Context: an optimization exercise on an open-source flow, tuned for small area and a short achievable clock period. The choices shown serve that exercise and are no tape-out recipe.
The RTL was checked by simulation tests, not by an equivalence proof against the original design.
Power and IR drop assume default switching activity.

==> inputs of 10-07 <==
Design rv32i_top, start of the top module:
module rv32i_top #(parameter n = 32)
                (
                input  logic clk,
                input  logic reset_n,
                output logic [n-1:0] imem_addr,
                input  logic [n-1:0] imem_rdata,
                output logic [n-1:0] dmem_addr,
                output logic dmem_re,
                output logic [3:0] dmem_wstrb,
                output logic [n-1:0] dmem_wdata,
                input  logic [n-1:0] dmem_rdata
                );
    logic [31:0] inst;
    logic [31:0] pc;
    assign inst = imem_rdata;
    assign imem_addr = pc;
    logic [6:0] op;
    logic [2:0] f3;
    assign op = inst[6:0];
    assign f3 = inst[14:12];
    logic is_r, is_i, is_load, is_store, is_branch, is_jal, is_jalr, is_lui, is_auipc;
    assign is_r      = (op == 7'b0110011);
    assign is_i      = (op == 7'b0010011);
    assign is_load   = (op == 7'b0000011);
    assign is_store  = (op == 7'b0100011);
    assign is_branch = (op == 7'b1100011);
    assign is_jal    = (op == 7'b1101111);
    assign is_jalr   = (op == 7'b1100111);
    assign is_lui    = (op == 7'b0110111);
    assign is_auipc  = (op == 7'b0010111);
    logic reg_write;
    assign reg_write = is_r | is_i | is_load | is_jal | is_jalr | is_lui | is_auipc;
    logic [31:0] rs1v, rs2v, wdata;
    logic [4:0]  rs1, rs2, rd;
    assign rs1 = inst[19:15];
    assign rs2 = inst[24:20];
    assign rd  = inst[11:7];
    logic [32*32-1:0] rf_q, rf_d;
    logic [31:1] valid, wen, wen_n, sel1, sel2;
    assign rf_q[31:0] = '0;
    assign rf_d[31:0] = '0;
    genvar k, b;
    generate
        for (k = 1; k < 32; k = k + 1) begin : g_reg
            assign wen[k]   = reg_write & (rd == k);
            assign wen_n[k] = ~wen[k];
            for (b = 0; b < 32; b = b + 1) begin : g_bit
  ...
Settings: LEC_CHECK=0, CAP_MARGIN=20, CORE_MARGIN=2, CORE_UTILIZATION=50, CTS_BUF_LIST=sky130_fd_sc_hd__clkbuf_16, CTS_CLUSTER_DIAMETER=80, CTS_CLUSTER_SIZE=20, PLACE_DENSITY=0.75, SETUP_SLACK_MARGIN=3.8, SLEW_MARGIN=20, SYNTH_HIERARCHICAL=1, TNS_END_PERCENT=5; clock period 11.5 ns.
standard.sh (not shown) runs the stock make flow with config.mk's settings and CLKGATE_MAP_FILE= SYNTH_SCRIPT=/design/flow/synth_recipe.tcl, a recipe that flattens the netlist after the stock synthesis.
==> flow/flow/run.sh <==
#!/bin/bash
# Layout flow: the standard flow (standard.sh, unchanged synthesis and
# steps), except that buffer_ports gives every input and output port a
# sky130_fd_sc_hd__buf_2 instead of its default pick (clkdlybuf4s50_1, a slow
# delay buffer). The full make output goes to standard.log in the work folder;
# ORFS keeps its per-step logs under orfs/logs.
set -euo pipefail
export BUFFER_PORTS_ARGS="-buffer_cell sky130_fd_sc_hd__buf_2"
bash standard.sh > standard.log 2>&1
==> 11-04: changes against 10-07 <==
--- a/flow/design.v
+++ b/flow/design.v
@@ -1875,11 +1875,18 @@
     ks_addc32 alu_add (.ci(sub), .a(rs1v), .b(opbx), .s(sum), .co(cout));
     assign ltu  = ~cout;
     assign lts  = (rs1v[31] ^ opb[31]) ? rs1v[31] : ltu;
     assign eq   = (sum == 32'd0);
     logic [31:0] addr;
-    ks_adder32 addr_add (.au0(rs1_u0), .au1(rs1_u1), .bn(~imm_ls), .a(rs1v), .b(imm_ls), .s(addr));
+    logic [31:0] rs1a;
+    genvar ra;
+    generate
+        for (ra = 0; ra < 32; ra = ra + 1) begin : g_rs1a
+            rf_nand2 u (.a(rs1_u0[ra]), .b(rs1_u1[ra]), .y(rs1a[ra]));
+        end
+    endgenerate
+    ks_adder32 addr_add (.au0(rs1_u0), .au1(rs1_u1), .bn(~imm_ls), .a(rs1a), .b(imm_ls), .s(addr));
     logic [31:0] op2;
     assign op2 = opb;
     logic [31:0] sh_r;
     dp_shifter shifter (
         .a(rs1v), .sh_rs2(rs2v[4:0]), .sh_imm(inst[24:20]), .use_rs2(use_rs2), .left(~f3[2]),
Settings changed: CORE_UTILIZATION 50 to 55.
==> 03-05: changes against 10-07 <==
Settings changed: CORE_UTILIZATION 50 to 55.
==> run summary <==
| item | 10-07 | 11-04 | 03-05 |
|---|---|---|---|
| Worst setup skew after layout | 0.0451 ns | 0.0598 ns | 0.0435 ns |
| Static leakage | 25.1 nW | 25.8 nW | 24.7 nW |
| Post-CTS setup buffer count | 78 | 88 | 80 |
| Number of antenna violations at the first check in global routing | 14 | 16 | 10 |
| Source-to-sink clock delay at the later pin of the worst-skew pair | 0.75 ns | 0.70 ns | 0.74 ns |
| Pin count of the biggest net entering global routing | 69 | 63 | 71 |
| Std-Cell Core Area | 0.104 mm^2 | 0.0947 mm^2 | 0.0947 mm^2 |
| Total power divided by cell area | 133 mW/mm^2 | 134 mW/mm^2 | 134 mW/mm^2 |
| Final weighted congestion in routability-driven placement | 1.09 | 1.09 | 1.10 |
| Placed Cells incl. Taps | 6921 | 6836 | 6796 |
| H-tree level count | 2 | 3 | 2 |
| Final-layout clock-cell area share | 2.63% | 2.93% | 2.67% |
| Status | finished clean | complete, but fails checks | finished clean |
| Layout check failures | - | slew limit | - |
| Multiplexer fraction of the synthesized cell area | 4.52% | 4.51% | 4.52% |
| Pin slew with the least headroom to its limit | 1.20 ns | 1.95 ns | 1.21 ns |
| Power Combinational | 1.93 mW | 1.96 mW | 1.91 mW |
| Via count of the first global-routing pass | 51400 | 51400 | 50900 |
| Number of well-tap cells placed | 1380 | 1265 | 1265 |
| Clock-pin slew reported for the worst setup and hold paths after clock tree synthesis | 0.08 ns | 0.08 ns | 0.09 ns |
| Worst setup slack for register-to-register paths | 5.12 ns | 5.07 ns | 5.10 ns |
| Part of the power in combinational logic | 23.2% | 23.0% | 23.1% |
| Number of fillers in the final layout | 8888 | 7649 | 7864 |
| Proportion of cell area occupied by registers | 34.2% | 33.9% | 34.7% |

==> build 36 <==
rv32i_top with an RTL version that a note above also has.
==> flow/config.mk <==
export PLATFORM = sky130hd
export DESIGN_NAME = rv32i_top
export DESIGN_NICKNAME = rv32i_top
export VERILOG_FILES = /design/flow/design.v
export SDC_FILE = /design/flow/constraint.sdc
export NUM_CORES = 4
export LEC_CHECK = 0
export CAP_MARGIN = 20
export CORE_MARGIN = 2
export CORE_UTILIZATION = 50
export CTS_BUF_LIST = sky130_fd_sc_hd__clkbuf_16
export CTS_CLUSTER_DIAMETER = 100
export CTS_CLUSTER_SIZE = 24
export PLACE_DENSITY = 0.65
export SETUP_SLACK_MARGIN = 3.6
export SLEW_MARGIN = 20
export SYNTH_HIERARCHICAL = 1
export TNS_END_PERCENT = 5
==> flow/constraint.sdc <==
create_clock -name core_clock -period 11.5 [get_ports {clk}]
set_input_delay 2.3000 -clock core_clock [delete_from_list [all_inputs] [get_ports {clk}]]
set_output_delay 2.3000 -clock core_clock [all_outputs]
set_load 0.01 [all_outputs]
Scripts as last shown in full above: flow/flow/run.sh
==> inputs of trial 50, as changes to build 36 <==
--- a/flow/design.v
+++ b/flow/design.v
@@ -1874,20 +1874,13 @@
     assign opbx = opb ^ {32{sub}};
     ks_addc32 alu_add (.ci(sub), .a(rs1v), .b(opbx), .s(sum), .co(cout));
     assign ltu  = ~cout;
     assign lts  = (rs1v[31] ^ opb[31]) ? rs1v[31] : ltu;
     assign eq   = (sum == 32'd0);
     logic [31:0] addr;
-    logic [31:0] rs1a;
-    genvar ra;
-    generate
-        for (ra = 0; ra < 32; ra = ra + 1) begin : g_rs1a
-            rf_nand2 u (.a(rs1_u0[ra]), .b(rs1_u1[ra]), .y(rs1a[ra]));
-        end
-    endgenerate
-    ks_adder32 addr_add (.au0(rs1_u0), .au1(rs1_u1), .bn(~imm_ls), .a(rs1a), .b(imm_ls), .s(addr));
+    ks_adder32 addr_add (.au0(rs1_u0), .au1(rs1_u1), .bn(~imm_ls), .a(rs1v), .b(imm_ls), .s(addr));
     logic [31:0] op2;
     assign op2 = opb;
     logic [31:0] sh_r;
     dp_shifter shifter (
         .a(rs1v), .sh_rs2(rs2v[4:0]), .sh_imm(inst[24:20]), .use_rs2(use_rs2), .left(~f3[2]),
         .fill(inst[30] & rs1v[31] & f3[2]), .y(sh_r)
==> run summary <==
End of the worst register-to-register path: build 36 rf_q[449]$_DFF_P_; trial 50 rf_q[736]$_DFF_P_
Die area: build 36 0.1076 mm2; trial 50 0.1073 mm2
Worst slack at placement: build 36 926.1 ps; trial 50 1379 ps
Fraction of area in registers: build 36 35.20%; trial 50 35.38%
Final worst path period need: build 36 8233 ps; trial 50 8159 ps
First-pass iteration count of the detailed router: build 36 12; trial 50 17
Routed wl met2: build 36 108000 um; trial 50 107200 um
Timing endpoint of the critical path: build 36 dmem_addr[14]; trial 50 dmem_addr[15]
Initial core utilization: build 36 50.56%; trial 50 50.51%
Sum of routed wire length over all layers: build 36 265600 um; trial 50 266400 um
Hold Path End: build 36 valid[16]$_DFFE_PN0P_; trial 50 valid[31]$_DFFE_PN0P_
Setup Skew: build 36 40.87 ps; trial 50 57.75 ps
Total Power: build 36 8.125 mW; trial 50 8.106 mW
Post-synthesis xor/xnor area fraction: build 36 4.173%; trial 50 4.182%
Run status: build 36 timing/DRC/antenna clean; trial 50 timing/DRC/antenna clean
CP peak stage delay: build 36 560 ps; trial 50 550 ps
Count of buffering cells on the critical path with inverters included: build 36 5; trial 50 4

re-timing with driven ports:
How much do the figures lean on ideal ports? The routed layouts below were timed once more, with nothing changed but the port constraints.
Step 1: set_driving_cell puts a clkbuf_16 on clk and a buf_2 on each other input, an assumption about the parent block.
Step 2 adds t to the input delays and takes it off the output delays; t is the mean of the earliest and latest rising clock arrival at the registers after step 1. Input paths then give back, and output paths get back, about the clock's delay inside the block.
a / b / c = ideal / step 1 / step 2; a / b = the first two.
run	t, ns	setup slack, ns	worst setup path after step 2	clock arrival spread, ns	worst data-port slew with drivers (ns)
10-07	0.799	3.382 / 3.298 / 2.753	input to register	0.045 / 0.045	0.19
11-04	0.744	3.497 / 3.279 / 2.681	input to register	0.060 / 0.059	0.21
03-05	0.797	3.408 / 3.258 / 2.730	input to register	0.044 / 0.044	0.20
build 36	0.782	3.267 / 3.231 / 2.609	input to register	0.041 / 0.041	0.17
trial 50	0.767	3.341 / 3.273 / 2.613	input to register	0.058 / 0.058	0.16
The setup slack of 11-04, which loses most, moves by -0.218 ns with the drivers and by -0.816 ns with both steps.
